Source: an optimization exercise on an open RTL-to-GDS flow (aim: small area and a short achievable clock period). Production flows keep margins and buffers that such runs may drop. Where RTL was checked, it was by simulation tests only, not by an equivalence proof against the original. For run 6, only the layout was checked, not whether the RTL still works. Power figures rest on the tool's default switching activity, not on a simulated workload.

### flow/run.sh
#!/bin/bash
# Own layout flow: the standard ORFS flow (synth_recipe.tcl, the same
# yosys passes and flip-flop mapping, so the registers keep the standard
# synthesis's names and cell types), with these changes:
#  - ABC maps the gates with an area-oriented script (flow/abc_area.script)
#    instead of ORFS's speed script, and yosys's full/half-adder extraction
#    (ADDER_MAP_FILE) is left out so that ABC maps the adders as well;
#  - the port buffers are buf_2 cells rather than the delay cells
#    buffer_ports picks by default;
#  - the clock tree clusters up to 22 sinks per leaf buffer.
# Clock period, SDC, floorplan rules, power grid and the rest are the standard flow's.
# Each tool's output goes to a log file in this folder.
set -euo pipefail
W=$PWD
MARGIN=5.2
# synthesis script: the standard flow's own, with abc given our script
{
  echo "proc abc {args} { set i [lsearch \$args -script]; if {\$i >= 0} { lset args [expr {\$i+1}] $W/flow/abc_area.script }; yosys abc {*}\$args }"
  cat synth_recipe.tcl
} > my_synth.tcl
make -C "$FLOW_HOME" DESIGN_CONFIG=$W/config.mk WORK_HOME=$W/orfs CLKGATE_MAP_FILE= ADDER_MAP_FILE= \
  SYNTH_SCRIPT=$W/my_synth.tcl CAP_MARGIN=20 CORE_MARGIN=2 CORE_UTILIZATION=45 SLEW_MARGIN=20 \
  SETUP_SLACK_MARGIN=$MARGIN CTS_CLUSTER_SIZE=22 CTS_CLUSTER_DIAMETER=100 \
  "BUFFER_PORTS_ARGS=-buffer_cell sky130_fd_sc_hd__buf_2" \
  finish > make_finish.log 2>&1
R=$W/orfs/results/$FLOW_PLATFORM/pluto_spi_stepper/base
: # left out here: write the final layout as DEF
### flow/abc_area.script
strash
&get -n
&fraig -x
&put
scorr
dc2
strash
&get -n
&dch -f
&nf -R 20
&put
topo
dnsize -c
### standard.sh
#!/bin/bash
# synth_recipe.tcl (not shown) runs the flow's synth.tcl, then flattens the netlist and writes it again
# the make line also repeats each setting of config.mk as NAME=value (left out here)
make -C /OpenROAD-flow-scripts/flow DESIGN_CONFIG=/design/flow/config.mk WORK_HOME=/design/flow/orfs CLKGATE_MAP_FILE= SYNTH_SCRIPT=/design/flow/synth_recipe.tcl "${@:-finish}"
### config.mk
export PLATFORM = sky130hd
export DESIGN_NAME = pluto_spi_stepper
export DESIGN_NICKNAME = pluto_spi_stepper
export VERILOG_FILES = /design/flow/design.v
export SDC_FILE = /design/flow/constraint.sdc
export NUM_CORES = 4
export LEC_CHECK = 0
export CAP_MARGIN = 20
export CORE_MARGIN = 2
export CORE_UTILIZATION = 40
export SLEW_MARGIN = 20
### constraint.sdc
create_clock -name core_clock -period 8.0 [get_ports {clk}]
set_input_delay 1.6000 -clock core_clock [delete_from_list [all_inputs] [get_ports {clk}]]
set_output_delay 1.6000 -clock core_clock [all_outputs]
set_load 0.01 [all_outputs]
### design.v
module wdt(clk, rst, ena, cnt, out_en);
input clk, rst, ena, cnt;
output out_en;
reg [6:0] timer;
reg internal_enable;
reg out_en;
wire timer_top = (timer == 7'd127);
always @(posedge clk) begin
    if(rst) begin
        internal_enable <= 0;
        timer <= 0;
    end
    else if(ena) begin
        internal_enable <= 1;
        timer <= 0;
    end
    else if(cnt && !timer_top) timer <= timer + 7'd1;
end
always @(posedge clk)
    out_en <= rst | ena | ~(internal_enable & (timer_top | (cnt & (timer == 7'd126))));
endmodule
module stepgen(clk, rst, enable, position, velocity, dirtime, steptime, pol, pol_n, stepx, dir, tap, step_n, dir_n);
parameter W=12;
parameter F=10;
parameter T=5;
localparam STATE_STEP = 2'd0;
localparam STATE_DIRCHANGE = 2'd1;
localparam STATE_DIRWAIT = 2'd2;
input clk, rst, enable;
output [W+F-1:0] position;
input [F:0] velocity;
input [T-1:0] dirtime, steptime;
input [1:0] tap;
input pol, pol_n;
output stepx, dir;
reg stepx, dir;
output step_n, dir_n;
reg step_n, dir_n;
reg [T-1:0] timer, timer_n;
reg [1:0] state, state_n;
reg ones, ones_n;
reg [W+F-1:0] P;
reg pinc, pdec;
wire [W-1:0] hi = P[W+F-1:F];
wire [W-1:0] upm, dnm;
assign upm[0] = 1'b1;
assign dnm[0] = 1'b1;
genvar k;
generate for (k = 1; k < W; k = k + 1) begin : g_m
	assign upm[k] = &hi[k-1:0];
	assign dnm[k] = ~|hi[k-1:0];
end endgenerate
wire [W-1:0] m = ({W{pinc}} & upm) | ({W{pdec}} & dnm);
assign position = {hi ^ m, P[F-1:0]};
wire [F:0] lo = {1'b0, P[F-1:0]} + {1'b0, velocity[F-1:0]};
wire step = stepx ^ pol;
wire dbit = velocity[F];
wire pbit = P[F + tap];
wire tz = (timer == 0);
wire c1 = (dir != dbit) && (pbit == ones);
reg upd;
always @* begin
	upd = 1'b0;
	state_n = state;
	timer_n = timer;
	dir_n = dir;
	ones_n = ones;
	step_n = step;
	if(enable) begin
		if(!tz) timer_n = timer - 1'd1;
		if(c1) begin
			if(tz) begin
				timer_n = dirtime;
				if(state == STATE_DIRCHANGE) begin
					dir_n = dbit;
					state_n = STATE_DIRWAIT;
				end else begin
					step_n = 0;
					state_n = STATE_DIRCHANGE;
				end
			end
		end else if(state == STATE_DIRWAIT) begin
			if(tz) state_n = STATE_STEP;
		end else begin
			if(tz) begin
				if(pbit != ones) begin
					ones_n = pbit;
					step_n = 1'd1;
					timer_n = steptime;
				end else begin
					step_n = 0;
				end
			end
			upd = (dir == dbit);
		end
	end
	if(rst) begin
		state_n = STATE_STEP;
		timer_n = 0;
		dir_n = 0;
		ones_n = 0;
		step_n = 0;
	end
end
always @(posedge clk) begin
	state <= state_n;
	timer <= timer_n;
	dir <= dir_n;
	ones <= ones_n;
	stepx <= step_n ^ pol_n;
	if(rst) begin
		P <= 0; pinc <= 0; pdec <= 0;
	end else begin
		P[W+F-1:F] <= position[W+F-1:F];
		if(upd) P[F-1:0] <= lo[F-1:0];
		pinc <= upd & lo[F] & ~velocity[F];
		pdec <= upd & ~lo[F] & velocity[F];
	end
end
endmodule
module quad(clk, rst, A, B, Z, c, i);
parameter W=14;
input clk, rst, A, B, Z;
output [W-1:0] c, i;
reg [(W-1):0] c, i;
reg [2:0] Ad, Bd;
reg [2:0] Zc;
always @(posedge clk) Ad <= rst ? 3'b0 : {Ad[1:0], A};
always @(posedge clk) Bd <= rst ? 3'b0 : {Bd[1:0], B};
wire good_one = &Zc;
wire good_zero = ~|Zc;
reg last_good;
wire [2:0] Zc_z0 = good_zero ? Zc : Zc - 3'd1;
wire [2:0] Zc_z1 = good_one ? Zc - 3'd1 : Zc + 3'd1;
wire index_pulse = good_one && !last_good;
wire count_enable = Ad[1] ^ Ad[2] ^ Bd[1] ^ Bd[2];
wire count_direction = Ad[1] ^ Bd[2];
wire [W-1:0] upm, dnm;
assign upm[0] = 1'b1;
assign dnm[0] = 1'b1;
genvar k;
generate for (k = 1; k < W; k = k + 1) begin : g_m
    assign upm[k] = &c[k-1:0];
    assign dnm[k] = ~|c[k-1:0];
end endgenerate
wire [W-1:0] cmask = count_direction ? upm : dnm;
always @(posedge clk)
if(rst) begin
    Zc <= 0;
    last_good <= 0;
    c <= 0;
end else begin
    Zc <= Z ? Zc_z1 : Zc_z0;
    if(good_one) last_good <= 1;
    else if(good_zero) last_good <= 0;
    if(count_enable) c <= c ^ cmask;
end
always @(posedge clk) begin
    if(index_pulse | rst) i <= c & {W{~rst}};
end
endmodule
module pluto_spi_stepper(clk, SCK, MOSI, MISO, SSEL, nRESET, out_en, LED, dout, din, step, dir, quadA, quadB, quadZ, up, down);
parameter W=10;
parameter F=11;
parameter T=4;
parameter QW=14;
input clk;
input SCK, SSEL, MOSI, nRESET;
output MISO;
output LED;
input [12:0] din;
input quadA;
input quadB;
input quadZ;
output out_en;
output [13:0] dout;
output [2:0] step;
output [2:0] dir;
output up;
output down;
wire rst = ~nRESET;
reg [10:0] pc;
wire [10:0] pc_cy;
assign pc_cy[0] = 1'b1;
genvar k;
generate for (k = 1; k < 11; k = k + 1) begin : g_cy
    assign pc_cy[k] = &pc[k-1:0];
end endgenerate
always @(posedge clk) pc <= rst ? 11'd1 : pc ^ pc_cy;
reg stepcnt, cnt_top;
always @(posedge clk) begin
    stepcnt <= rst | (pc[5:0] == 6'd0);
    cnt_top <= ~rst & (pc == 11'd2047);
end
reg [2:0] SCKr;
always @(posedge clk) SCKr <= rst ? 3'b0 : {SCKr[1:0], SCK};
wire SCK_risingedge = (SCKr[2:1]==2'b01);
wire SCK_fallingedge = (SCKr[2:1]==2'b10);
reg [2:0] SSELr;
always @(posedge clk) SSELr <= rst ? 3'b0 : {SSELr[1:0], SSEL};
wire SSEL_active = ~SSELr[1];
wire SSEL_startmessage = (SSELr[2:1]==2'b10);
reg [2:0] bitcnt;
reg byte_received;
reg [4:0] spibytecnt;
reg [7:0] data_recvd;
reg [7:0] data_sent;
reg [7:0] data_outbuf;
always @(posedge clk) begin
	if(rst) begin
		bitcnt <= 0;
		byte_received <= 0;
		data_sent <= 0;
	end else begin
	if(SSEL_startmessage) begin
		bitcnt <= 3'b000;
	end
	if(SSEL_active) begin
		if(SCK_risingedge) begin
			bitcnt <= bitcnt + 3'b001;
			if(bitcnt==3'b000)
				data_sent <= data_outbuf;
		end
		else if(SCK_fallingedge) begin
			data_sent <= {data_sent[6:0], 1'b0};
		end
		byte_received <= SCK_risingedge && (bitcnt==3'b111);
	end
	end
end
wire sb_inc = SSEL_active & ~SCK_risingedge & SCK_fallingedge & (bitcnt == 3'b000);
wire [4:0] spibytecnt_n = rst ? 5'd0 : sb_inc ? spibytecnt + 5'd1 : SSEL_startmessage ? 5'd0 : spibytecnt;
reg sb_is7;
always @(posedge clk) begin
	spibytecnt <= spibytecnt_n;
	sb_is7 <= (spibytecnt_n == 5'd7);
end
always @(posedge clk)
	if(SSEL_active & SCK_risingedge)
		data_recvd <= {data_recvd[6:0], MOSI};
assign MISO = data_sent[7];
reg [7:0] data_inbuf;
reg [F:0] vel0, vel1, vel2;
reg [15:0] pwm0;
reg [13:0] real_dout;
reg [T-1:0] dirtime, steptime;
reg [1:0] tap;
reg Spolarity, Zpolarity;
wire wr = SSEL_active & byte_received;
wire wr_inbuf = wr & ~spibytecnt[0] & (spibytecnt[4:2] != 3'b011) & ~spibytecnt[4];
wire wr1 = wr & (spibytecnt == 5'd1);
wire wr3 = wr & (spibytecnt == 5'd3);
wire wr5 = wr & (spibytecnt == 5'd5);
wire wr7 = wr & sb_is7;
wire wr9 = wr & (spibytecnt == 5'd9);
wire wr11 = wr & (spibytecnt == 5'd11);
wire wr15 = wr & (spibytecnt == 5'd15);
wire [15:0] rword = {data_recvd, data_inbuf};
wire Spolarity_n = rst ? 1'b0 : wr11 ? data_inbuf[7] : Spolarity;
wire [15:0] rword_r = rword & {16{~rst}};
always @(posedge clk) begin
	if(wr_inbuf | rst) data_inbuf <= rword_r[15:8];
	if(wr1 | rst) vel0 <= rword_r[F:0];
	if(wr3 | rst) vel1 <= rword_r[F:0];
	if(wr5 | rst) vel2 <= rword_r[F:0];
	if(wr7 | rst) pwm0 <= rword_r;
	if(wr9 | rst) real_dout <= rword_r[13:0];
	if(wr11 | rst) begin
		tap <= rword_r[15:14];
		steptime <= rword_r[T+7:8];
		dirtime <= rword_r[T-1:0];
		Spolarity <= rword_r[7];
	end
	if(wr15 | rst) Zpolarity <= rword_r[15];
end
assign dout = real_dout;
wire [W+F-1:0] pos0, pos1, pos2;
wire step0_n, dir0_n;
wire s1_n, d1_n, s2_n, d2_n;
stepgen #(W,F,T) s0(clk, rst, stepcnt, pos0, vel0, dirtime, steptime, Spolarity, Spolarity_n, step[0], dir[0], tap, step0_n, dir0_n);
stepgen #(W,F,T) s1(clk, rst, stepcnt, pos1, vel1, dirtime, steptime, Spolarity, Spolarity_n, step[1], dir[1], tap, s1_n, d1_n);
stepgen #(W,F,T) s2(clk, rst, stepcnt, pos2, vel2, dirtime, steptime, Spolarity, Spolarity_n, step[2], dir[2], tap, s2_n, d2_n);
reg LED;
always @(posedge clk) LED <= step0_n ^ dir0_n;
wire do_enable_wdt = data_recvd[6] & (spibytecnt == 5'b01001) & byte_received;
wdt w(clk, rst, do_enable_wdt, cnt_top, out_en);
wire [10:0] pwmrev_n = {pc[4], pc[5], pc[6], pc[7], pc[8], pc[9], pc[10], pc[3:0]};
wire act_h = pwm_gt(pwm0[10:0], pwm0[14] ? pwmrev_n : pc);
wire act_w = pwm_gt(rword[10:0], rword[14] ? pwmrev_n : pc);
wire up_h = pwm0[12] ^ (~pwm0[15] & act_h);
wire up_w = rword[12] ^ (~rword[15] & act_w);
wire down_h = pwm0[13] ^ (pwm0[15] & act_h);
wire down_w = rword[13] ^ (rword[15] & act_w);
reg up, down;
always @(posedge clk) begin
	up <= ~rst & (wr7 ? up_w : up_h);
	down <= ~rst & (wr7 ? down_w : down_h);
end
function pwm_gt(input [10:0] a, input [10:0] b);
	reg [15:0] g, e;
	reg [7:0] g1, e1;
	reg [3:0] g2, e2;
	reg [1:0] g3, e3;
	integer n;
	begin
		g = {5'b0, a & ~b};
		e = {5'h1f, ~(a ^ b)};
		for (n = 0; n < 8; n = n + 1) begin
			g1[n] = g[2*n+1] | (e[2*n+1] & g[2*n]);
			e1[n] = e[2*n+1] & e[2*n];
		end
		for (n = 0; n < 4; n = n + 1) begin
			g2[n] = g1[2*n+1] | (e1[2*n+1] & g1[2*n]);
			e2[n] = e1[2*n+1] & e1[2*n];
		end
		for (n = 0; n < 2; n = n + 1) begin
			g3[n] = g2[2*n+1] | (e2[2*n+1] & g2[2*n]);
			e3[n] = e2[2*n+1] & e2[2*n];
		end
		pwm_gt = g3[1] | (e3[1] & g3[0]);
	end
endfunction
wire [QW-1:0] qc, qi;
quad q0(clk, rst, quadA, quadB, quadZ^Zpolarity, qc, qi);
reg [7:0] outbuf_r;
always @* begin
	case(spibytecnt)
	5'd0: outbuf_r = pos0[7:0];
	5'd1: outbuf_r = pos0[15:8];
	5'd2: outbuf_r = pos0[W+F-1:16];
	5'd4: outbuf_r = pos1[7:0];
	5'd5: outbuf_r = pos1[15:8];
	5'd6: outbuf_r = pos1[W+F-1:16];
	5'd8: outbuf_r = pos2[7:0];
	5'd9: outbuf_r = pos2[15:8];
	5'd10: outbuf_r = pos2[W+F-1:16];
	5'd12: outbuf_r = qc[7:0];
	5'd13: outbuf_r = {qi[1:0], qc[13:8]};
	5'd14: outbuf_r = qi[9:2];
	5'd15: outbuf_r = {4'b0, qi[13:10]};
	5'd20, 5'd21, 5'd22, 5'd23, 5'd24, 5'd25, 5'd26, 5'd27,
	5'd28, 5'd29, 5'd30, 5'd31: outbuf_r = {3'b0, spibytecnt};
	default: outbuf_r = 8'b0;
	endcase
end
wire sel_in0 = (spibytecnt == 5'd16);
wire sel_in1 = (spibytecnt == 5'd17);
always @(posedge clk) if(SSEL_active)
	data_outbuf <= outbuf_r | ({8{sel_in0}} & din[7:0]) | ({8{sel_in1}} & {quadA, quadB, quadZ, din[12:8]});
endmodule
==> impl_metrics.env, run 1 <==
export IMPL_maxSlewViolCount=0
export IMPL_drc_errors=0
export IMPL_grt_pass1_wl_mm=49.81
export IMPL_cts_tree="done"
export IMPL_drive_gt1_frac=0.08834
export IMPL_synth_avg_cell_area_sq_um=10.06
export IMPL_drt_pass1_iterations=6
export IMPL_fillCellCount=2622
export IMPL_finalCriticalPeriod_ps=2708
export IMPL_finalSetupViolations=0
export IMPL_rows=61
export IMPL_intPower_mw=2.249
export IMPL_synthDistinctLibCells=53
export IMPL_synth_seq_cells=284
export IMPL_end_kind="flip-flop"
export IMPL_start_kind="flip-flop"
export IMPL_vias=9832
export IMPL_clock_sinks=284
export IMPL_die_area_sq_um=29510
export IMPL_place_congestion=0.8423
export IMPL_yosys_most_used_dff="dfxtp_1"
export IMPL_ctsHoldBuffers=0
export IMPL_clkTransAtPathRegs_ps=100
export IMPL_yosysWarnings=4
export IMPL_critPathRequiredTime_ps=8450
export IMPL_antenna_found_initial=0
export IMPL_yosys_area_share_simple=0.1831
export IMPL_critical_path_slowest_cell="edfxtp_1"
export IMPL_grt_max_degree=75
export IMPL_netlist_instances=1259
export IMPL_p_leak_nw=5.181
export IMPL_crit_top_cell="maj3_2"
export IMPL_core_sq_um=27780
export IMPL_clockRootBuffer="clkbuf_16"
export IMPL_p_sw_uw=887.4
export IMPL_drt_iter0_drc=1004
export IMPL_vias_per_cell=5.696
export IMPL_crit_family="compound AO/OA/AOI/OAI gates"
export IMPL_synth_top_family_by_area="simple AND/OR/NAND/NOR gates"
export IMPL_drt_antenna_violating_nets=0
export IMPL_hold_viol_final=0
export IMPL_grt_usage=0.2182
export IMPL_power_density_nw_per_um2=221.9
export IMPL_async_reset_ff_frac=0
export IMPL_cts_buffers=16
export IMPL_cp_num_buf_inv=0
export IMPL_finalCritPeriodShare=0.3384
export IMPL_floorplan_initialDensity=0.4560
export IMPL_syn_nets=1280
export IMPL_clkPwrFrac=0.282
export IMPL_portBuffers=45
export IMPL_power_frac_seq=0.558
export IMPL_status="no timing/DRC/antenna violations"
export IMPL_p_comb_frac=0.160
export IMPL_rsz0062_at_grt="yes"
export IMPL_crit_chain="xnor2_2 > o21ai_2 > maj3_2 > maj3_2 > maj3_2 > a211oi_4 > o311ai_1 > o21ai_1 > o211a_1 > o2111a_1"
export IMPL_muxShareOfSynthArea=0.02430
export IMPL_grt_ovfl_total=0
export IMPL_arrival_ps=3160
export IMPL_ir_drop_uv=176.5
export IMPL_skew_ps=17.11
export IMPL_path_max_fanout=4
export IMPL_hold_ws_ps=442.0
export IMPL_swShare=0.2829
export IMPL_synth_enable_flop_cells=115
export IMPL_die_w_microns=171.8
export IMPL_critPathKind="flip-flop to flip-flop"
export IMPL_wl_mm=32.47
export IMPL_h_tree_depth=1
export IMPL_insertion_delay_ps=510
export IMPL_ios=46
export IMPL_slowest_delay_ps=440
export IMPL_min_path_type="flip-flop to flip-flop"
export IMPL_setup_tns_final_ps=0
export IMPL_synth_area_sq_um=12670
export IMPL_synth_compound_area_frac=0.1662
export IMPL_fp_dieH_microns=171.8
export IMPL_p_total_mw=3.137
export IMPL_synthXorXnorAreaFrac=0.06914
export IMPL_worst_pin_slew_ps=1024
export IMPL_synth_seq_area_share=0.5397
export IMPL_ctsLongestPathBuffers=3
export IMPL_max_freq_mhz=369.3
export IMPL_dp_hpwl_mm=23.08
export IMPL_area_delta_synth_final_pct=11.61
export IMPL_grt_pass1_vias=8909
export IMPL_max_cap_viol_count=0
export IMPL_synth_fa_ha_area_frac=0.006321
export IMPL_slew_headroom=0.3159
export IMPL_nets=1358
export IMPL_wl_per_cell_microns=18.81
-- power by group through the flow --
stage                     combinational, mW  clock, mW  sequential, mW
final                                 0.502      0.885            1.75
after CTS                             0.483      0.902            1.75
after global routing                  0.564      0.949            1.77
after detailed placement              0.471          0            1.78
after global placement                0.462          0            1.78
after floorplan                       0.356          0            1.74
-- cell families (layout without fill, tap and decap cells) --
group,count (synthesis),in the layout
flip-flops,284,284
XOR/XNOR,100,100
AO/OA/AOI/OAI,339,339
multiplexers,27,27
AND/OR/NAND/NOR,469,469
adder cells (fa/ha/maj),8,8
buffers and inverters,32,120
other,0,1
-- area by class of cell --
class | instances | area (sq um) | share of cell area
Timing Repair Buffer | 66 | 396.6 | 0.02805
Clock buffer | 28 | 476.7 | 0.03372
Antenna cell | 1 | 2.502 | 0.0001770
Multi-Input combinational cell | 943 | 5851 | 0.4138
Sequential cell | 284 | 6837 | 0.4835
Tap cell | 378 | 473.0 | 0.03345
Inverter | 26 | 102.6 | 0.007257
-- repair_timing --
action | 4_1_cts | 5_1_grt
setup endpoints to repair | 78 | 44
endpoints found under the hold margin | 0 | 0
gates resized for setup | 17 | 22
buffers inserted | 4 | 9
pin swaps | 4 | 10
-- registers in the layout, summed over array words and instances (netlist names), 14 cells and up --
register	flops
s2.P	21
q0.i	14
q0.c	14
real_dout	14
s1.P	21
pwm0	15
s0.P	21
-- Yosys cell counts, types with 7 or more instances --
| cell | count | area share |
|---|---|---|
| nor4_1 | 7 | 0.0035 |
| edfxtp_1 | 115 | 0.27 |
| a211oi_1 | 11 | 0.0065 |
| o21ai_0 | 93 | 0.037 |
| xor2_1 | 45 | 0.031 |
| o22ai_1 | 8 | 0.0040 |
| dfxtp_1 | 169 | 0.27 |
| clkinv_1 | 26 | 0.0077 |
| a21oi_1 | 110 | 0.043 |
| a222oi_1 | 18 | 0.014 |
| and3_1 | 24 | 0.012 |
| nor2_1 | 109 | 0.032 |
| a31oi_1 | 19 | 0.0094 |
| and2_0 | 80 | 0.040 |
| maj3_1 | 8 | 0.0063 |
| o31ai_1 | 7 | 0.0041 |
| nor2b_1 | 20 | 0.0099 |
| a22oi_1 | 24 | 0.014 |
| a221oi_1 | 12 | 0.0083 |
| nand2_1 | 118 | 0.035 |
| xnor2_1 | 55 | 0.038 |
| nand2b_1 | 22 | 0.011 |
| nand3_1 | 24 | 0.0095 |
| mux2i_1 | 24 | 0.019 |
| or2_0 | 7 | 0.0035 |
| nor3_1 | 33 | 0.013 |
-- worst paths after layout --
path,startpoint,endpoint,slack [ps],cells after the start
worst max-delay path,vel1[1]$_DFFE_PP_,s1.pdec$_SDFF_PN0_,5290,10
worst min-delay path,w.internal_enable$_SDFFE_PN0P_,w.internal_enable$_SDFFE_PN0P_,440,2
worst max register to register,vel1[1]$_DFFE_PP_,s1.pdec$_SDFF_PN0_,5290,10
worst min register to register,w.internal_enable$_SDFFE_PN0P_,w.internal_enable$_SDFFE_PN0P_,440,2
-- per-layer routing --
layer / GRT usage / vias to the layer above / share of wire
met5: 0 / - / 0
met4: 0.05773 / 0 / 0.024
met3: 0.03705 / 41 / 0.061
met2: 0.3459 / 264 / 0.45
met1: 0.3100 / 4712 / 0.46
li1: - / 4815 / -
-- worst reg2reg max path: stages, from the launching register on --
cell and delay (ps):
edfxtp_1 440, xnor2_2 190, o21ai_2 90, maj3_2 310, maj3_2 320, maj3_2 370, a211oi_4 260, o311ai_1 110
o21ai_1 120, o211a_1 210, o2111a_1 220
-- through the flow --
step / std cells / util / cell area, sq um / setup slack, ps
3_3_place_gp: 1684 / 0.4828 / 13410 / 4394
6_report: 1726 / 0.5089 / 14140 / 5292
4_1_cts: 1716 / 0.5030 / 13970 / 5199
2_1_floorplan: 1259 / - / 12680 / 5238
5_1_grt: 1725 / 0.5088 / 14140 / 5132
3_5_place_dp: 1684 / 0.4831 / 13420 / 4386
-- cell usage in the layout, fill, tap and decap left out, types with 5 or more instances in the layout --
master and n:
dfxtp_1 169, nand2_1 117, edfxtp_1 115, a21oi_1 110
nor2_1 107, o21ai_0 85, and2_0 79, xnor2_1 52
xor2_1 45, buf_2 44, nor3_1 30, clkinv_1 25
a22oi_1 24, nand3_1 24, and3_1 24, mux2i_1 24
nand2b_1 22, nor2b_1 20, buf_4 19, a222oi_1 18
a31oi_1 18, clkbuf_16 17, a221oi_1 11, clkbuf_1 10
a211oi_1 9, or2_0 7, o22ai_1 7, or3_1 6
nand4_1 6, and4_1 5, nor4_1 5, o211ai_1 5
==> inputs of run 2 (changes only) <==
--- a/flow/run.sh
+++ b/flow/run.sh
@@ -13,5 +13,5 @@
 set -euo pipefail
 W=$PWD
-MARGIN=5.2
+MARGIN=5.3
 # synthesis script: the standard flow's own, with abc given our script
 {
==> run 2 against run 1 <==
Worst setup slack gained 30 ps. Final cell count about the same. Non-clock buffer count is the same. Power is 0.15% lower. Sequential share of layout area shrank 0.16 points. Wire length down 0.57%. Register-to-register slack gained 30 ps. Highest routed layer unchanged.
==> impl_metrics.env, run 2 <==
export IMPL_status="no timing/DRC/antenna violations"
export IMPL_fp_dieH_microns=171.8
export IMPL_r2r_end="data_outbuf[4]$_DFFE_PN_"
export IMPL_ios=46
export IMPL_hp_start="pc[0]$_SDFF_PN1_"
export IMPL_maxSlewViolCount=0
export IMPL_grt_pass1_wl_mm=50.47
export IMPL_setup_tns_final_ps=0
export IMPL_yosysWarnings=4
export IMPL_power_density_nw_per_um2=220.6
export IMPL_insertion_delay_ps=500
export IMPL_synthDistinctLibCells=53
export IMPL_cts_buffers=16
export IMPL_critPathKind="flip-flop to flip-flop"
export IMPL_rsz0062_at_grt="yes"
export IMPL_vias_per_cell=5.670
export IMPL_grt_pass1_vias=9118
export IMPL_synthMostInstantiatedCell="dfxtp_1"
export IMPL_grt_usage=0.2209
export IMPL_fillCellCount=2570
export IMPL_skew_ps=16.50
export IMPL_portBuffers=45
export IMPL_synth_seq_cells=284
export IMPL_synth_area_leaders="edfxtp_1 27%, dfxtp_1 27%, a21oi_1 4.3%"
export IMPL_finalSetupViolations=0
export IMPL_rows=61
export IMPL_hold_viol_final=0
export IMPL_start_kind="flip-flop"
export IMPL_drt_iter0_drc=905
export IMPL_yosys_most_used_dff="dfxtp_1"
export IMPL_syn_nets=1280
export IMPL_largestRegisters="s0.P x21, s1.P x21, s2.P x21"
export IMPL_hold_depth=1
export IMPL_antenna_found_initial=0
export IMPL_critical_path_slowest_cell="nor2_1"
export IMPL_max_freq_mhz=373.5
export IMPL_grt_ovfl_total=0
export IMPL_p_total_mw=3.132
export IMPL_critPathRequiredTime_ps=8310
export IMPL_clkTransAtPathRegs_ps=90
export IMPL_min_path_type="flip-flop to flip-flop"
export IMPL_drt_antenna_violating_nets=0
export IMPL_worst_pin_slew_ps=1049
export IMPL_crit_family="simple AND/OR/NAND/NOR gates"
export IMPL_dp_hpwl_mm=23.09
export IMPL_swShare=0.2818
export IMPL_path_max_fanout=10
export IMPL_netlist_instances=1259
export IMPL_yosys_area_top_type="edfxtp_1"
export IMPL_finalCritPeriodShare=0.3347
export IMPL_ctsLongestPathBuffers=3
export IMPL_async_reset_ff_frac=0
export IMPL_synth_area_sq_um=12670
export IMPL_crit_chain="or3_1 > nor2_1 > nand2_1 > nand3_1 > a221oi_1 > nand3_1 > a221oi_1 > o31ai_1"
export IMPL_intPower_mw=2.249
export IMPL_synth_enable_flop_cells=115
export IMPL_wl_mm=32.28
export IMPL_p_comb_frac=0.161
export IMPL_synth_seq_area_share=0.5397
export IMPL_cp_num_buf_inv=0
export IMPL_r2r_start="spibytecnt[2]$_DFF_P_"
export IMPL_die_w_microns=171.8
export IMPL_cts_tree="done"
export IMPL_vias=9780
export IMPL_wl_per_cell_microns=18.71
export IMPL_r2r_cells=8
export IMPL_slowest_delay_ps=730
export IMPL_power_frac_seq=0.559
export IMPL_finalCriticalPeriod_ps=2677
export IMPL_synth_top_area_frac=0.2726
export IMPL_area_delta_synth_final_pct=12.05
export IMPL_mostFrequentLayoutCell="dfxtp_1"
export IMPL_arrival_ps=2980
export IMPL_mostFrequentLayoutCells="165 x dfxtp_1, 115 x edfxtp_1, 115 x nand2_1"
export IMPL_synth_avg_cell_area_sq_um=10.06
export IMPL_slew_headroom=0.2993
export IMPL_hold_ws_ps=444.5
export IMPL_drt_pass1_iterations=5
export IMPL_crit_path_start="spibytecnt[2]$_DFF_P_"
export IMPL_p_leak_nw=5.196
export IMPL_insertedDiodeCount=0
export IMPL_holdPathEnd="pc[0]$_SDFF_PN1_"
export IMPL_clock_sinks=284
export IMPL_drive_gt1_frac=0.09651
export IMPL_ctsHoldBuffers=0
export IMPL_drc_errors=0
export IMPL_p_sw_uw=882.7
export IMPL_core_sq_um=27780
export IMPL_rrSetupSlack_ps=5320
export IMPL_h_tree_depth=1
export IMPL_place_congestion=0.8856
export IMPL_clkPwrFrac=0.279
export IMPL_end_kind="flip-flop"
export IMPL_floorplan_initialDensity=0.4560
export IMPL_ir_drop_uv=137.8
export IMPL_grt_max_degree=57
export IMPL_synth_top_cells_by_count="169 x dfxtp_1, 118 x nand2_1, 115 x edfxtp_1"
export IMPL_nets=1358
export IMPL_clockRootBuffer="clkbuf_16"
export IMPL_die_area_sq_um=29510
export IMPL_max_cap_viol_count=0
## run 2: cell counts after synthesis
No cell type changed its count.
## run 2: worst reg2reg max path, cell delays in order, from the launching register on
cell and delay [ps]:
dfxtp_1 410, or3_1 560, nor2_1 730, nand2_1 230, nand3_1 140, a221oi_1 50, nand3_1 190, a221oi_1 80
o31ai_1 110
## run 2: worst max-delay path by stage
stage	endpoint	slack, ps	cells after the start
3_5_place_dp	vel2[0]$_DFFE_PP_	4060	4
2_1_floorplan	s1.P[10]$_SDFFE_PN0P_	5310	10
5_1_grt	s1.P[10]$_SDFFE_PN0P_	5160	10
3_3_place_gp	vel0[4]$_DFFE_PP_	4070	4
6_report	data_outbuf[4]$_DFFE_PN_	5320	8
4_1_cts	data_outbuf[4]$_DFFE_PN_	5300	10
## run 2: cells by family after synthesis
family                   after synthesis  share of synthesized area
AO/OA/AOI/OAI                        339                     0.1662
adder cells (fa/ha/maj)                8                   0.006321
buffers and inverters                 32                    0.01126
flip-flops                           284                     0.5397
XOR/XNOR                             100                    0.06914
multiplexers                          27                    0.02430
AND/OR/NAND/NOR                      469                     0.1831
## run 2: timing repair
item	in CTS	in global routing
buffers inserted	10	3
pin swaps	11	13
gates resized for setup	27	27
setup endpoints to repair	105	72
## run 2: area by class of cell
type	instances	area, sq um	share of cell area
Sequential cell	284	6842	0.4820
Multi-Input combinational cell	943	5881	0.4143
Clock buffer	28	476.7	0.03358
Tap cell	378	473.0	0.03332
Timing Repair Buffer	66	412.9	0.02909
Inverter	26	110.1	0.007757
## run 2: routing by layer
layer  routed length [microns]  GRT usage  vias to the layer above
met4                       773    0.05992                        0
met2                     14440     0.3501                      270
met1                     15140     0.3174                     4670
met3                      1926    0.03083                       43
li1                          -          -                     4797
met5                         0          0                        -
## run 2: stage by stage
| stage | std cells | util | worst slack, ps | instance area, sq um |
|---|---|---|---|---|
| floorplan | 1259 | - | 5308 | 12690 |
| detailed placement | 1684 | 0.4829 | 4056 | 13420 |
| global placement | 1684 | 0.4829 | 4066 | 13420 |
| global route | 1725 | 0.5109 | 5157 | 14190 |
| finish | 1725 | 0.5109 | 5323 | 14190 |
| CTS | 1722 | 0.5064 | 5305 | 14070 |
## run 2: power groups by stage
stage / Combinational [mW] / Sequential (mW) / Clock, mW
finish: 0.505 / 1.75 / 0.874
global route: 0.565 / 1.77 / 0.954
CTS: 0.491 / 1.75 / 0.902
detailed placement: 0.471 / 1.78 / 0
global placement: 0.463 / 1.78 / 0
floorplan: 0.357 / 1.74 / 0
==> inputs of run 3 (changes only) <==
--- a/flow/run.sh
+++ b/flow/run.sh
@@ -20,6 +20,6 @@
 } > my_synth.tcl
 make -C "$FLOW_HOME" DESIGN_CONFIG=$W/config.mk WORK_HOME=$W/orfs CLKGATE_MAP_FILE= ADDER_MAP_FILE= \
-  SYNTH_SCRIPT=$W/my_synth.tcl CAP_MARGIN=20 CORE_MARGIN=2 CORE_UTILIZATION=45 SLEW_MARGIN=20 \
-  SETUP_SLACK_MARGIN=$MARGIN CTS_CLUSTER_SIZE=22 CTS_CLUSTER_DIAMETER=100 \
+  SYNTH_SCRIPT=$W/my_synth.tcl CAP_MARGIN=20 CORE_MARGIN=2 CORE_UTILIZATION=55 SLEW_MARGIN=20 \
+  SETUP_SLACK_MARGIN=$MARGIN TNS_END_PERCENT=10 CTS_CLUSTER_SIZE=22 CTS_CLUSTER_DIAMETER=100 \
   "BUFFER_PORTS_ARGS=-buffer_cell sky130_fd_sc_hd__buf_2" \
   finish > make_finish.log 2>&1
==> run 3 against run 2 <==
Core utilization up 11 points. Non-clock buffer count shrank 3. Hold slack got worse by 3.2 ps. Global-route usage up 4.0 points.
==> impl_metrics.env, run 3 <==
export IMPL_place_congestion=0.9062
export IMPL_wl_mm=31.64
export IMPL_synth_top_family_by_area="simple AND/OR/NAND/NOR gates"
export IMPL_start_kind="flip-flop"
export IMPL_floorplan_initialDensity=0.5595
export IMPL_synth_top_area_frac=0.2726
export IMPL_core_sq_um=22640
export IMPL_critPathKind="flip-flop to flip-flop"
export IMPL_cts_tree="done"
export IMPL_largestRegisters="s0.P x21, s1.P x21, s2.P x21"
export IMPL_power_density_nw_per_um2=222.5
export IMPL_status="no timing/DRC/antenna violations"
export IMPL_path_max_fanout=12
export IMPL_end_kind="flip-flop"
export IMPL_synth_fa_ha_area_frac=0.006321
export IMPL_h_tree_depth=1
export IMPL_wl_per_cell_microns=19.43
export IMPL_antenna_found_initial=0
export IMPL_synth_compound_area_frac=0.1662
export IMPL_syn_nets=1280
export IMPL_fp_dieH_microns=155.8
export IMPL_die_w_microns=155.8
export IMPL_grt_pass1_wl_mm=49.32
export IMPL_drive_gt1_frac=0.08488
export IMPL_crit_end="vel0[1]$_DFFE_PP_"
export IMPL_grt_max_degree=94
export IMPL_ios=46
export IMPL_hold_viol_final=0
export IMPL_synth_top_cells_by_count="169 x dfxtp_1, 118 x nand2_1, 115 x edfxtp_1"
export IMPL_yosys_area_top_type="edfxtp_1"
export IMPL_crit_chain="or3_1 > nor2_1 > nand2_1 > nand2_1"
export IMPL_ctsLongestPathBuffers=3
export IMPL_r2r_end="vel0[1]$_DFFE_PP_"
export IMPL_drt_antenna_violating_nets=0
export IMPL_worst_pin_slew_ps=934.6
export IMPL_fin_ws_ps=5270
export IMPL_rrSetupSlack_ps=5270
export IMPL_async_reset_ff_frac=0
export IMPL_synth_avg_cell_area_sq_um=10.06
export IMPL_netlist_instances=1259
export IMPL_crit_top_cell="nand2_1"
export IMPL_finalCriticalPeriod_ps=2730
export IMPL_skew_ps=14.19
export IMPL_grt_pass1_vias=8969
export IMPL_mostFrequentLayoutCell="dfxtp_1"
export IMPL_critical_path_slowest_cell="nor2_1"
export IMPL_synth_seq_cells=284
export IMPL_drt_iter0_drc=818
export IMPL_yosysWarnings=4
export IMPL_maxSlewViolCount=0
export IMPL_drc_errors=0
export IMPL_synth_enable_flop_cells=115
export IMPL_synthXorXnorAreaFrac=0.06914
export IMPL_muxShareOfSynthArea=0.02430
export IMPL_synthMostInstantiatedCell="dfxtp_1"
export IMPL_area_delta_synth_final_pct=10.69
export IMPL_p_leak_nw=5.164
export IMPL_yosys_most_used_dff="dfxtp_1"
export IMPL_setup_tns_final_ps=0
export IMPL_max_cap_viol_count=0
export IMPL_finalCritPeriodShare=0.3412
export IMPL_rsz0062_at_grt="yes"
export IMPL_hold_ws_ps=441.3
export IMPL_mostFrequentLayoutCells="169 x dfxtp_1, 118 x nand2_1, 115 x edfxtp_1"
export IMPL_r2r_cells=4
export IMPL_finalSetupViolations=0
export IMPL_ir_drop_uv=177.4
export IMPL_clock_sinks=284
export IMPL_synthDistinctLibCells=53
export IMPL_min_path_type="flip-flop to flip-flop"
export IMPL_synth_seq_area_share=0.5397
export IMPL_insertedDiodeCount=0
export IMPL_grt_usage=0.2609
export IMPL_clockRootBuffer="clkbuf_16"
export IMPL_nets=1355
export IMPL_slew_headroom=0.3769
export IMPL_grt_ovfl_total=0
export IMPL_vias=9745
export IMPL_place_ws_ps=4016
export IMPL_critPathRequiredTime_ps=8130
export IMPL_crit_path_start="spibytecnt[4]$_DFF_P_"
export IMPL_slowest_delay_ps=700
export IMPL_synth_area_leaders="edfxtp_1 27%, dfxtp_1 27%, a21oi_1 4.3%"
export IMPL_insertion_delay_ps=500
export IMPL_die_area_sq_um=24260
export IMPL_arrival_ps=2860
export IMPL_rows=55
export IMPL_clkTransAtPathRegs_ps=100
export IMPL_drt_pass1_iterations=9
export IMPL_dp_hpwl_mm=22.28
export IMPL_synth_area_sq_um=12670
export IMPL_portBuffers=45
export IMPL_vias_per_cell=5.986
export IMPL_max_freq_mhz=366.3
export IMPL_cts_buffers=16
export IMPL_r2r_start="spibytecnt[4]$_DFF_P_"
export IMPL_yosys_area_share_simple=0.1831
[run 3: cell counts after synthesis]
Identical to the previous run, type by type.
[run 3: layout make-up]
type	count	area, sq um
Fill cell	1935	8618
Multi-Input combinational cell	943	5867
Inverter	26	110.1
Timing Repair Buffer	63	379.1
Tap cell	285	356.6
Sequential cell	284	6837
Clock buffer	27	473.0
[run 3: worst min path at each step]
stage	startpoint	endpoint	slack (ps)	depth (start not counted)
3_5_place_dp	SSELr[0]$_SDFF_PN0_	SSELr[1]$_SDFF_PN0_	430	1
6_report	w.internal_enable$_SDFFE_PN0P_	w.internal_enable$_SDFFE_PN0P_	440	2
3_3_place_gp	w.internal_enable$_SDFFE_PN0P_	w.internal_enable$_SDFFE_PN0P_	430	2
5_1_grt	w.internal_enable$_SDFFE_PN0P_	w.internal_enable$_SDFFE_PN0P_	470	2
4_1_cts	w.internal_enable$_SDFFE_PN0P_	w.internal_enable$_SDFFE_PN0P_	450	2
2_1_floorplan	SCKr[0]$_SDFF_PN0_	SCKr[1]$_SDFF_PN0_	410	1
[run 3: power by group]
group	internal (mW)	switching, mW	total (mW)
sequential	1.63	0.123	1.75
combinational	0.213	0.292	0.506
clock	0.407	0.457	0.864
[run 3: stage by stage]
step	instances	utilization	power (mW)	area (sq um)
CTS	1618	0.6116	3.115	13850
global placement	1587	0.5861	2.238	13270
finish	1628	0.6193	3.120	14020
global route	1628	0.6193	3.270	14020
floorplan	1259	-	2.095	12690
detailed placement	1587	0.5862	2.249	13270
[run 3: logic make-up (layout without fill, tap and decap cells)]
family | after synthesis | after routing
buffers and inverters | 32 | 116
AND/OR/NAND/NOR | 469 | 469
adder cells (fa/ha/maj) | 8 | 8
flip-flops | 284 | 284
AO/OA/AOI/OAI | 339 | 339
XOR/XNOR | 100 | 100
multiplexers | 27 | 27
[run 3: worst max-delay path, delay by kind of cell (launching register included)]
| kind | cells | cell delay (ps) |
|---|---|---|
| flip-flops | 1 | 450 |
| AND/OR/NAND/NOR | 4 | 1900 |
[run 3: routing by layer]
layer	up-vias	share of wire	track usage	wire [microns]
li1	4795	-	-	-
met1	4609	0.46	0.3812	14500
met2	301	0.45	0.4132	14380
met3	40	0.063	0.03583	1989
met4	0	0.024	0.06466	764
met5	-	0	0	0
[run 3: repair_timing]
action	CTS	global route
hold buffers	0	0
setup buffers	4	10
pin swaps	3	24
cloned	0	0
setup endpoints to repair	214	86
resized for setup	14	25
==> inputs of run 4 (changes only) <==
--- a/flow/run.sh
+++ b/flow/run.sh
@@ -21,5 +21,5 @@
 make -C "$FLOW_HOME" DESIGN_CONFIG=$W/config.mk WORK_HOME=$W/orfs CLKGATE_MAP_FILE= ADDER_MAP_FILE= \
   SYNTH_SCRIPT=$W/my_synth.tcl CAP_MARGIN=20 CORE_MARGIN=2 CORE_UTILIZATION=55 SLEW_MARGIN=20 \
-  SETUP_SLACK_MARGIN=$MARGIN TNS_END_PERCENT=10 CTS_CLUSTER_SIZE=22 CTS_CLUSTER_DIAMETER=100 \
+  SETUP_SLACK_MARGIN=$MARGIN GPL_TIMING_DRIVEN=0 CTS_CLUSTER_SIZE=22 CTS_CLUSTER_DIAMETER=100 \
   "BUFFER_PORTS_ARGS=-buffer_cell sky130_fd_sc_hd__buf_2" \
   finish > make_finish.log 2>&1
==> run 4 against run 3 <==
Worst setup slack better by 41 ps. Combinational power increased by 4.5%. Final area is 1.8% higher. Non-clock buffer count rose by 11. Wire length barely moved. Final cell count increased by 0.68%. Sequential cell count unchanged. Die area unchanged. Via count is 0.41% higher. Critical endpoint is now s1.P[10]$_SDFFE_PN0P_. Largest power group unchanged. Highest routed layer unchanged.
==> impl_metrics.env, run 4 <==
export IMPL_status="no timing/DRC/antenna violations"
export IMPL_critPathKind="flip-flop to flip-flop"
export IMPL_ctsHoldBuffers=0
export IMPL_max_cap_viol_count=0
export IMPL_synth_avg_cell_area_sq_um=10.06
export IMPL_nets=1366
export IMPL_grt_usage=0.2583
export IMPL_cts_tree="done"
export IMPL_synth_top_area_frac=0.2726
export IMPL_maxSlewViolCount=0
export IMPL_synth_enable_flop_cells=115
export IMPL_drt_antenna_violating_nets=0
export IMPL_finalCriticalPeriod_ps=2689
export IMPL_fp_dieH_microns=155.8
export IMPL_largestRegisters="s0.P x21, s1.P x21, s2.P x21"
export IMPL_grt_ovfl_total=0
export IMPL_wl_per_cell_microns=19.29
export IMPL_ctsLongestPathBuffers=3
export IMPL_drc_errors=0
export IMPL_dp_cells=1593
export IMPL_area_delta_synth_final_pct=12.68
export IMPL_crit_top_cell="maj3_2"
export IMPL_syn_nets=1280
export IMPL_swShare=0.2814
export IMPL_wl_mm=31.62
export IMPL_synthDistinctLibCells=53
export IMPL_worst_pin_slew_ps=932.1
export IMPL_h_tree_depth=1
export IMPL_synth_top_cells_by_count="169 x dfxtp_1, 118 x nand2_1, 115 x edfxtp_1"
export IMPL_hold_ws_ps=442.1
export IMPL_clkPwrFrac=0.279
export IMPL_clock_sinks=284
export IMPL_finalSetupViolations=0
export IMPL_synthMostInstantiatedCell="dfxtp_1"
export IMPL_ir_drop_uv=171.6
export IMPL_vias=9785
export IMPL_antenna_found_initial=1
export IMPL_min_path_type="flip-flop to flip-flop"
export IMPL_layout_cells_non_filler=1639
export IMPL_intPower_mw=2.266
export IMPL_insertion_delay_ps=500
export IMPL_placed_cell_area_sq_um=13370
export IMPL_portBuffers=45
export IMPL_vias_per_cell=5.970
export IMPL_core_sq_um=22640
export IMPL_regArea_sq_um=6847
export IMPL_clkTransAtPathRegs_ps=100
export IMPL_fillCellCount=1910
export IMPL_topRoutingLayerUsed="met4"
export IMPL_async_reset_ff_frac=0
export IMPL_synth_area_sq_um=12670
export IMPL_finalCritPeriodShare=0.3361
export IMPL_grt_max_degree=57
export IMPL_place_congestion=0.8693
export IMPL_yosys_most_used_dff="dfxtp_1"
export IMPL_rows=55
export IMPL_routed_wl_met2_mm=14.57
export IMPL_die_w_microns=155.8
export IMPL_cts_buffers=16
export IMPL_synth_seq_area_share=0.5397
export IMPL_rsz0062_at_grt="yes"
export IMPL_fin_ws_ps=5311
export IMPL_place_ws_ps=4160
export IMPL_critPathRequiredTime_ps=8360
export IMPL_synth_seq_cells=284
export IMPL_netlist_instances=1259
export IMPL_m1WireLength_mm=14.51
export IMPL_slew_headroom=0.3779
export IMPL_multi_input_area_sq_um=5908
export IMPL_dp_hpwl_mm=21.49
export IMPL_wl_met3_mm=1.892
export IMPL_crit_family="adder cells"
export IMPL_final_cell_area_sq_um=14270
export IMPL_clockRootBuffer="clkbuf_16"
export IMPL_critical_path_slowest_cell="edfxtp_1"
export IMPL_mostFrequentLayoutCells="161 x dfxtp_1, 118 x nand2_1, 115 x edfxtp_1"
export IMPL_grt_pass1_wl_mm=48.83
export IMPL_floorplan_initialDensity=0.5595
export IMPL_yosys_area_top_type="edfxtp_1"
export IMPL_synth_area_leaders="edfxtp_1 27%, dfxtp_1 27%, a21oi_1 4.3%"
export IMPL_path_max_fanout=3
export IMPL_drt_pass1_iterations=7
export IMPL_setup_tns_final_ps=0
export IMPL_p_sw_uw=887.6
export IMPL_p_leak_nw=5.283
export IMPL_die_area_sq_um=24260
export IMPL_power_density_nw_per_um2=220.9
export IMPL_max_freq_mhz=371.9
export IMPL_start_kind="flip-flop"
export IMPL_end_kind="flip-flop"
export IMPL_crit_chain="xnor2_2 > o21ai_2 > maj3_2 > maj3_2 > maj3_2 > o211ai_1 > a311oi_1 > o21ai_1 > xnor2_1 > a21oi_1"
export IMPL_yosysWarnings=4
export IMPL_p_comb_frac=0.168
export IMPL_drive_gt1_frac=0.1078
export IMPL_slowest_delay_ps=430
export IMPL_cp_num_buf_inv=0
export IMPL_hold_viol_final=0
export IMPL_ios=46
export IMPL_drt_iter0_drc=841
export IMPL_arrival_ps=3050
export IMPL_insertedDiodeCount=0
export IMPL_skew_ps=16.15
export IMPL_grt_pass1_vias=8910
export IMPL_mostFrequentLayoutCell="dfxtp_1"
export IMPL_power_frac_seq=0.554
[run 4: cell counts after synthesis]
No cell type changed its count.
[run 4: per-stage QoR]
stage,power [mW],utilization
3_3_place_gp,2.236,0.5864
4_1_cts,3.138,0.6207
3_5_place_dp,2.252,0.5903
2_1_floorplan,2.096,-
6_report,3.154,0.6305
5_1_grt,3.304,0.6305
[run 4: power by group through the flow]
stage | clock, mW | combinational, mW | sequential [mW]
after floorplan | 0 | 0.357 | 1.74
after global placement | 0 | 0.464 | 1.77
after detailed placement | 0 | 0.478 | 1.77
after CTS | 0.895 | 0.501 | 1.74
after global routing | 0.950 | 0.590 | 1.76
final | 0.880 | 0.529 | 1.75
[run 4: final cells by class]
class | instances | area share
tap | 285 | 0.02498
timing repair buffer | 68 | 0.03620
buffer | 6 | 0.003418
clock buffer | 27 | 0.03313
multi-input combinational | 943 | 0.4139
inverter | 26 | 0.008765
sequential | 284 | 0.4796
[run 4: what timing repair did]
item | CTS | global route
cloned | 1 | 1
setup endpoints to repair | 91 | 76
setup buffers | 8 | 9
pin swaps | 7 | 17
gates resized for setup | 30 | 30
[run 4: path summary, 6_finish.rpt]
path	start	to	slack, ps	depth (start not counted)
setup / recovery	vel1[1]$_DFFE_PP_	s1.P[10]$_SDFFE_PN0P_	5310	10
hold / removal	q0.Ad[0]$_SDFF_PN0_	q0.Ad[1]$_SDFF_PN0_	440	1
setup reg to reg	vel1[1]$_DFFE_PP_	s1.P[10]$_SDFFE_PN0P_	5310	10
hold reg to reg	q0.Ad[0]$_SDFF_PN0_	q0.Ad[1]$_SDFF_PN0_	440	1
[run 4: cells by family after synthesis]
family	Yosys count	share of synthesized area
mux	27	0.02430
buf+inv	32	0.01126
flops	284	0.5397
xor+xnor	100	0.06914
fa+ha+maj	8	0.006321
simple gates	469	0.1831
compound gates	339	0.1662
[run 4: metal layers]
layer | vias to the layer above | global-route usage
met4 | 0 | 0.06597
li1 | 4814 | -
met3 | 46 | 0.03472
met2 | 255 | 0.4037
met1 | 4670 | 0.3817
met5 | - | 0
==> inputs of run 5 (changes only) <==
--- a/flow/run.sh
+++ b/flow/run.sh
@@ -21,5 +21,5 @@
 make -C "$FLOW_HOME" DESIGN_CONFIG=$W/config.mk WORK_HOME=$W/orfs CLKGATE_MAP_FILE= ADDER_MAP_FILE= \
   SYNTH_SCRIPT=$W/my_synth.tcl CAP_MARGIN=20 CORE_MARGIN=2 CORE_UTILIZATION=55 SLEW_MARGIN=20 \
-  SETUP_SLACK_MARGIN=$MARGIN GPL_TIMING_DRIVEN=0 CTS_CLUSTER_SIZE=22 CTS_CLUSTER_DIAMETER=100 \
+  SETUP_SLACK_MARGIN=$MARGIN CTS_CLUSTER_SIZE=22 CTS_CLUSTER_DIAMETER=100 \
   "BUFFER_PORTS_ARGS=-buffer_cell sky130_fd_sc_hd__buf_2" \
   finish > make_finish.log 2>&1
==> run 5 against run 4 <==
Still clean. Count of clock-buffer cells in the layout unchanged. Final cell count down 0.49%. Global-route usage up 0.14 points. Die area unchanged. Sequential power about the same. Sequential cell count unchanged. Synthesized cell count unchanged. Hold slack better by 7.2 ps. Critical path depth down 9.
==> impl_metrics.env, run 5 <==
export IMPL_largestRegisters="s0.P x21, s1.P x21, s2.P x21"
export IMPL_start_kind="flip-flop"
export IMPL_mostFrequentLayoutCell="dfxtp_1"
export IMPL_final_cell_area_sq_um=14130
export IMPL_fp_dieH_microns=155.8
export IMPL_hold_depth=2
export IMPL_cts_tree="done"
export IMPL_wl_mm=31.72
export IMPL_async_reset_ff_frac=0
export IMPL_yosys_most_used_dff="dfxtp_1"
export IMPL_fin_ws_ps=5315
export IMPL_dp_cells=1588
export IMPL_end_kind="output port"
export IMPL_holdPathEnd="w.internal_enable$_SDFFE_PN0P_"
export IMPL_drt_antenna_violating_nets=0
export IMPL_r2r_end="s1.pdec$_SDFF_PN0_"
export IMPL_rows=55
export IMPL_grt_usage=0.2597
export IMPL_grt_pass1_wl_mm=49.07
export IMPL_maxSlewViolCount=0
export IMPL_fin_util=0.6242
export IMPL_path_max_fanout=1
export IMPL_place_ws_ps=4031
export IMPL_area_delta_synth_final_pct=11.56
export IMPL_finalSetupViolations=0
export IMPL_finalCriticalPeriod_ps=2685
export IMPL_critPathKind="flip-flop to output port"
export IMPL_max_cap_viol_count=0
export IMPL_power_density_nw_per_um2=221.9
export IMPL_drive_gt1_frac=0.09807
export IMPL_crit_family="flip-flops"
export IMPL_insertedDiodeCount=0
export IMPL_ir_drop_uv=173.2
export IMPL_syn_nets=1280
export IMPL_routed_wl_met2_mm=14.32
export IMPL_grt_ovfl_total=0
export IMPL_setup_tns_final_ps=0
export IMPL_clkTransAtPathRegs_ps=90
export IMPL_h_tree_depth=1
export IMPL_portBuffers=45
export IMPL_grt_pass1_vias=8854
export IMPL_place_congestion=0.8806
export IMPL_r2r_start="vel1[1]$_DFFE_PP_"
export IMPL_rsz0062_at_grt="yes"
export IMPL_topRoutingLayerUsed="met4"
export IMPL_slowest_delay_ps=430
export IMPL_wl_per_cell_microns=19.45
export IMPL_die_w_microns=155.8
export IMPL_vias=9748
export IMPL_p_total_mw=3.135
export IMPL_skew_ps=25.45
export IMPL_finalCritPeriodShare=0.3356
export IMPL_rrSetupSlack_ps=5330
export IMPL_yosysWarnings=4
export IMPL_vias_per_cell=5.977
export IMPL_ctsLongestPathBuffers=3
export IMPL_placed_cell_area_sq_um=13290
export IMPL_max_freq_mhz=372.5
export IMPL_nets=1358
export IMPL_synthDistinctLibCells=53
export IMPL_dp_hpwl_mm=22.18
export IMPL_hp_start="w.internal_enable$_SDFFE_PN0P_"
export IMPL_die_area_sq_um=24260
export IMPL_arrival_ps=1080
export IMPL_grt_max_degree=86
export IMPL_cp_num_buf_inv=1
export IMPL_ios=46
export IMPL_m1WireLength_mm=14.86
export IMPL_min_path_type="flip-flop to flip-flop"
export IMPL_wl_met3_mm=1.839
export IMPL_mostFrequentLayoutCells="167 x dfxtp_1, 117 x nand2_1, 115 x edfxtp_1"
export IMPL_drc_errors=0
export IMPL_yosys_area_top_type="edfxtp_1"
export IMPL_worst_pin_slew_ps=904.5
export IMPL_core_sq_um=22640
export IMPL_synth_seq_cells=284
export IMPL_synth_avg_cell_area_sq_um=10.06
export IMPL_critical_path_slowest_cell="edfxtp_1"
export IMPL_hold_viol_final=0
export IMPL_antenna_found_initial=0
export IMPL_netlist_instances=1259
export IMPL_clockRootBuffer="clkbuf_16"
export IMPL_clock_sinks=284
export IMPL_synth_area_sq_um=12670
export IMPL_layout_cells_non_filler=1631
export IMPL_drt_iter0_drc=917
export IMPL_insertion_delay_ps=500
export IMPL_cts_buffers=16
export IMPL_p_leak_nw=5.206
export IMPL_synthMostInstantiatedCell="dfxtp_1"
export IMPL_synth_seq_area_share=0.5397
export IMPL_hold_ws_ps=449.4
export IMPL_crit_chain="buf_2"
export IMPL_slew_headroom=0.3970
export IMPL_critPathRequiredTime_ps=6400
export IMPL_synth_area_leaders="edfxtp_1 27%, dfxtp_1 27%, a21oi_1 4.3%"
export IMPL_floorplan_initialDensity=0.5595
export IMPL_drt_pass1_iterations=7
export IMPL_synth_enable_flop_cells=115
export IMPL_fillCellCount=1931
export IMPL_status="no timing/DRC/antenna violations"
export IMPL_synth_top_cells_by_count="169 x dfxtp_1, 118 x nand2_1, 115 x edfxtp_1"
export IMPL_r2r_cells=10
export IMPL_synth_top_area_frac=0.2726
[run 5: cell counts after synthesis]
Identical to the previous run, type by type.
[run 5: layout make-up]
type | count | area [sq um] | area share
clock buffer | 27 | 473.0 | 0.03347
tap | 285 | 356.6 | 0.02523
multi-input combinational | 943 | 5936 | 0.4200
timing repair buffer | 66 | 417.9 | 0.02957
sequential | 284 | 6839 | 0.4839
inverter | 26 | 110.1 | 0.007791
[run 5: kinds of logic after synthesis]
kind of cell,count (synthesis),share of synthesized area
adders and majority gates,8,0.006321
muxes,27,0.02430
AOI/OAI and AO/OA,339,0.1662
and+or+nand+nor,469,0.1831
DFF,284,0.5397
xor gates and xnor gates,100,0.06914
buffers and inverters,32,0.01126
[run 5: repair_timing]
item                       in CTS  in global routing
hold buffers                    0                  0
pin swaps                       9                 20
hold endpoints to repair        0                  0
gates resized for setup        28                 28
setup endpoints to repair     261                 53
setup buffers                   6                 10
[run 5: worst register-to-register path, delay by kind of cell (launching register included)]
family                     cells  cell delay [ps]
AOI/OAI and AO/OA              6             1000
xor gates and xnor gates       1              200
adders and majority gates      3              990
DFF                            1              460
[run 5: power by group]
group          internal, mW  switching, mW
sequential             1.63          0.127
clock                 0.408          0.463
combinational         0.218          0.293
[run 5: metal layers]
metal,GRT usage,up-vias
met5,0,-
met4,0.06073,0
met3,0.03306,40
met2,0.4109,287
met1,0.3829,4621
li1,-,4800
[run 5: how the worst max path moves through the flow]
stage,startpoint,to,cells after the start
final,real_dout[7]$_DFFE_PP_,dout[7],1
after floorplan,vel1[1]$_DFFE_PP_,s1.P[10]$_SDFFE_PN0P_,10
after CTS,real_dout[7]$_DFFE_PP_,dout[7],1
after global routing,q0.c[0]$_SDFFE_PN0P_,q0.c[13]$_SDFFE_PN0P_,9
after global placement,nRESET,real_dout[10]$_DFFE_PP_,3
after detailed placement,nRESET,real_dout[10]$_DFFE_PP_,3
==> inputs of run 6 (changes only) <==
--- a/design.v
+++ b/design.v
@@ -285,15 +285,11 @@
 wire do_enable_wdt = data_recvd[6] & (spibytecnt == 5'b01001) & byte_received;
 wdt w(clk, rst, do_enable_wdt, cnt_top, out_en);
+wire [15:0] pwm0_w = wr7 ? rword : pwm0;
 wire [10:0] pwmrev_n = {pc[4], pc[5], pc[6], pc[7], pc[8], pc[9], pc[10], pc[3:0]};
-wire act_h = pwm_gt(pwm0[10:0], pwm0[14] ? pwmrev_n : pc);
-wire act_w = pwm_gt(rword[10:0], rword[14] ? pwmrev_n : pc);
-wire up_h = pwm0[12] ^ (~pwm0[15] & act_h);
-wire up_w = rword[12] ^ (~rword[15] & act_w);
-wire down_h = pwm0[13] ^ (pwm0[15] & act_h);
-wire down_w = rword[13] ^ (rword[15] & act_w);
+wire act_n = pwm_gt(pwm0_w[10:0], pwm0_w[14] ? pwmrev_n : pc);
 reg up, down;
 always @(posedge clk) begin
-	up <= ~rst & (wr7 ? up_w : up_h);
-	down <= ~rst & (wr7 ? down_w : down_h);
+	up <= ~rst & (pwm0_w[12] ^ (~pwm0_w[15] & act_n));
+	down <= ~rst & (pwm0_w[13] ^ (pwm0_w[15] & act_n));
 end
 function pwm_gt(input [10:0] a, input [10:0] b);
==> run 6 against run 5 <==
Register-to-register slack got worse by 280 ps. Combinational power increased by 3%. Via count rose by 4.0%. Synthesized cell count decreased by 1.7%. Critical path type is now flip-flop to flip-flop. Largest power group unchanged.
==> impl_metrics.env, run 6 <==
export IMPL_synth_seq_area_share=0.5454
export IMPL_setup_tns_final_ps=0
export IMPL_ir_drop_uv=201.2
export IMPL_start_kind="flip-flop"
export IMPL_synth_enable_flop_cells=115
export IMPL_grt_ovfl_total=0
export IMPL_crit_top_cell="maj3_2"
export IMPL_hold_depth=1
export IMPL_r2r_cells=12
export IMPL_drt_iter0_drc=1053
export IMPL_r2r_end="s1.pdec$_SDFF_PN0_"
export IMPL_netlist_instances=1238
export IMPL_critical_path_slowest_cell="edfxtp_1"
export IMPL_drt_pass1_iterations=5
export IMPL_ios=46
export IMPL_max_cap_viol_count=0
export IMPL_mostFrequentLayoutCell="dfxtp_1"
export IMPL_status="no timing/DRC/antenna violations"
export IMPL_async_reset_ff_frac=0
export IMPL_mostFrequentLayoutCells="163 x dfxtp_1, 119 x nand2_1, 115 x edfxtp_1"
export IMPL_grt_usage=0.2897
export IMPL_wl_mm=35.28
export IMPL_yosys_most_used_dff="dfxtp_1"
export IMPL_min_path_type="flip-flop to flip-flop"
export IMPL_place_congestion=0.9132
export IMPL_cts_buffers=16
export IMPL_vias_per_cell=6.096
export IMPL_hp_start="SCKr[0]$_SDFF_PN0_"
export IMPL_fp_dieH_microns=155.0
export IMPL_p_comb_frac=0.167
export IMPL_grt_pass1_wl_mm=53.98
export IMPL_clkPwrFrac=0.279
export IMPL_p_leak_nw=5.500
export IMPL_clockRootBuffer="clkbuf_16"
export IMPL_dp_hpwl_mm=24.02
export IMPL_crit_chain="xnor2_2 > o21ai_2 > maj3_2 > maj3_2 > maj3_2 > maj3_2 > a21boi_2 > o311ai_2 > nand2_1 > a31o_4 > nand2_1 > nor2_1"
export IMPL_clkTransAtPathRegs_ps=100
export IMPL_final_cell_area_sq_um=14610
export IMPL_arrival_ps=3390
export IMPL_insertion_delay_ps=500
export IMPL_grt_max_degree=69
export IMPL_cts_tree="done"
export IMPL_synth_top_cells_by_count="169 x dfxtp_1, 120 x nand2_1, 115 x edfxtp_1"
export IMPL_slowest_delay_ps=450
export IMPL_h_tree_depth=1
export IMPL_path_max_fanout=3
export IMPL_rsz0062_at_grt="yes"
export IMPL_synth_avg_cell_area_sq_um=10.12
export IMPL_die_area_sq_um=24010
export IMPL_largestRegisters="s0.P x21, s1.P x21, s2.P x21"
export IMPL_drc_errors=0
export IMPL_floorplan_initialDensity=0.5570
export IMPL_core_sq_um=22500
export IMPL_end_kind="flip-flop"
export IMPL_synthDistinctLibCells=54
export IMPL_hold_viol_final=0
export IMPL_synth_area_leaders="edfxtp_1 28%, dfxtp_1 27%, a21oi_1 4.4%"
export IMPL_nets=1389
export IMPL_finalCritPeriodShare=0.3684
export IMPL_fillCellCount=1830
export IMPL_skew_ps=15.72
export IMPL_synthMostInstantiatedCell="dfxtp_1"
export IMPL_antenna_found_initial=0
export IMPL_clock_sinks=284
export IMPL_critPathKind="flip-flop to flip-flop"
export IMPL_wl_per_cell_microns=21.21
export IMPL_drt_antenna_violating_nets=0
export IMPL_drive_gt1_frac=0.1597
export IMPL_grt_pass1_vias=9292
export IMPL_insertedDiodeCount=0
export IMPL_power_frac_seq=0.554
export IMPL_synth_top_area_frac=0.2755
export IMPL_placed_cell_area_sq_um=13280
export IMPL_syn_nets=1259
export IMPL_yosys_area_top_type="edfxtp_1"
export IMPL_max_freq_mhz=339.3
export IMPL_finalCriticalPeriod_ps=2947
export IMPL_portBuffers=45
export IMPL_maxSlewViolCount=0
export IMPL_holdPathEnd="SCKr[1]$_SDFF_PN0_"
export IMPL_critPathRequiredTime_ps=8450
export IMPL_r2r_start="vel1[1]$_DFFE_PP_"
export IMPL_area_delta_synth_final_pct=16.55
export IMPL_finalSetupViolations=0
export IMPL_rrSetupSlack_ps=5050
export IMPL_die_w_microns=155.0
export IMPL_synth_area_sq_um=12530
export IMPL_rows=55
export IMPL_slew_headroom=0.2794
export IMPL_synth_seq_cells=284
export IMPL_worst_pin_slew_ps=1080
export IMPL_swShare=0.2825
export IMPL_power_density_nw_per_um2=215.6
export IMPL_p_sw_uw=889.9
export IMPL_yosysWarnings=4
export IMPL_ctsLongestPathBuffers=3
export IMPL_intPower_mw=2.260
export IMPL_vias=10140
## run 6: changes by cell type after synthesis, sizes merged, moves of 7 or more
cell and change:
xor2 -15, nand3 +8, nor2b -8, clkinv -7, xnor2 +7
## run 6: worst max path at each step
stage	start	endpoint	depth (start not counted)
floorplan	vel1[1]$_DFFE_PP_	s1.P[10]$_SDFFE_PN0P_	12
global placement	nRESET	real_dout[12]$_DFFE_PP_	5
detailed placement	nRESET	data_inbuf[6]$_DFFE_PP_	3
CTS	vel1[1]$_DFFE_PP_	s1.pdec$_SDFF_PN0_	12
global route	vel1[1]$_DFFE_PP_	s1.pdec$_SDFF_PN0_	12
finish	vel1[1]$_DFFE_PP_	s1.pdec$_SDFF_PN0_	12
## run 6: final cells by class
class / instances / area, sq um / share of cell area
clock buffer: 28 / 476.7 / 0.03263
sequential: 284 / 6844 / 0.4685
tap: 285 / 356.6 / 0.02441
inverter: 19 / 81.33 / 0.005567
timing repair buffer: 118 / 865.8 / 0.05927
multi-input combinational: 929 / 5984 / 0.4096
## run 6: layer usage
metal / part of all wire / routed length [microns] / vias up / GRT usage
met5: 0 / 0 / - / 0
met4: 0.025 / 898 / 0 / 0.06922
met3: 0.10 / 3679 / 61 / 0.05265
met2: 0.44 / 15650 / 407 / 0.4472
met1: 0.43 / 15050 / 4847 / 0.4261
li1: - / - / 4822 / -
## run 6: power by group through the flow
stage / Clock, mW / Sequential (mW) / Combinational (mW)
3_5_place_dp: 0 / 1.77 / 0.447
2_1_floorplan: 0 / 1.73 / 0.333
6_report: 0.879 / 1.74 / 0.526
4_1_cts: 0.892 / 1.74 / 0.486
5_1_grt: 0.945 / 1.76 / 0.581
3_3_place_gp: 0 / 1.77 / 0.439
## run 6: worst max-delay path, delay by kind of cell (launching register included)
family	cells	cell delay (ps)
compound gates	4	580
xor+xnor	1	220
simple gates	3	260
fa+ha+maj	4	1360
flops	1	450
## run 6: kinds of logic (layout without fill, tap and decap cells)
| family | Yosys count | in the layout | share of synthesized area |
|---|---|---|---|
| xor+xnor | 92 | 92 | 0.06428 |
| simple gates | 461 | 461 | 0.1800 |
| mux | 35 | 35 | 0.03154 |
| compound gates | 334 | 334 | 0.1639 |
| flops | 284 | 284 | 0.5454 |
| buf+inv | 25 | 165 | 0.009283 |
| fa+ha+maj | 7 | 7 | 0.005590 |
## run 6: timing repair
action	CTS	global route
buffers inserted	44	17
hold buffers	0	0
setup endpoints to repair	259	104
gates resized for setup	35	68
pin swaps	38	33
## run 6: metrics by stage
stage | hold WS (ps) | power, mW | setup WS, ps | util | std cells
4_1_cts | 442.8 | 3.114 | 5112 | 0.6324 | 1646
5_1_grt | 451.8 | 3.282 | 4916 | 0.6492 | 1663
6_report | 438.9 | 3.150 | 5053 | 0.6492 | 1663
2_1_floorplan | 408.3 | 2.059 | 5311 | - | 1238
3_3_place_gp | 417.2 | 2.208 | 4250 | 0.5899 | 1574
3_5_place_dp | 421.1 | 2.215 | 4236 | 0.5899 | 1574

[re-timing with driven ports]
No port has a modelled driver above. Below, the same layouts with a new extraction and two added sets of constraints.
Step 1 assumes that a clkbuf_16 drives the clock port and a buf_2 every other input.
Step 2 moves the port delays by t, midway between the first and last clock arrival at a register: inputs arrive t later, outputs are due t later. That takes back most of the time a late clock gives input paths.
Three values: no drivers, after step 1, after step 2; two values: the first two.
run	shift t [ns]	setup slack, ns	worst hold slack (ns)	latest minus earliest clock arrival (ns)	slew at the worst register clock pin (ns)
run 1	0.548	5.292 / 5.292 / 4.799	0.442 / 0.442 / 0.442	0.018 / 0.018	0.10 / 0.10
run 2	0.544	5.323 / 5.311 / 4.849	0.444 / 0.444 / 0.444	0.017 / 0.017	0.10 / 0.10
run 3	0.544	5.270 / 5.264 / 4.721	0.441 / 0.441 / 0.441	0.016 / 0.015	0.10 / 0.10
run 4	0.548	5.311 / 5.281 / 4.869	0.442 / 0.442 / 0.442	0.019 / 0.019	0.10 / 0.10
run 5	0.542	5.315 / 5.267 / 4.826	0.449 / 0.449 / 0.449	0.028 / 0.028	0.10 / 0.10
run 6	0.544	5.053 / 5.053 / 4.805	0.439 / 0.439 / 0.439	0.016 / 0.017	0.10 / 0.10
After both steps setup and hold are still met in every run listed. The setup slack of run 3, which loses most, moves by -0.006 ns with the drivers and by -0.549 ns with both steps.
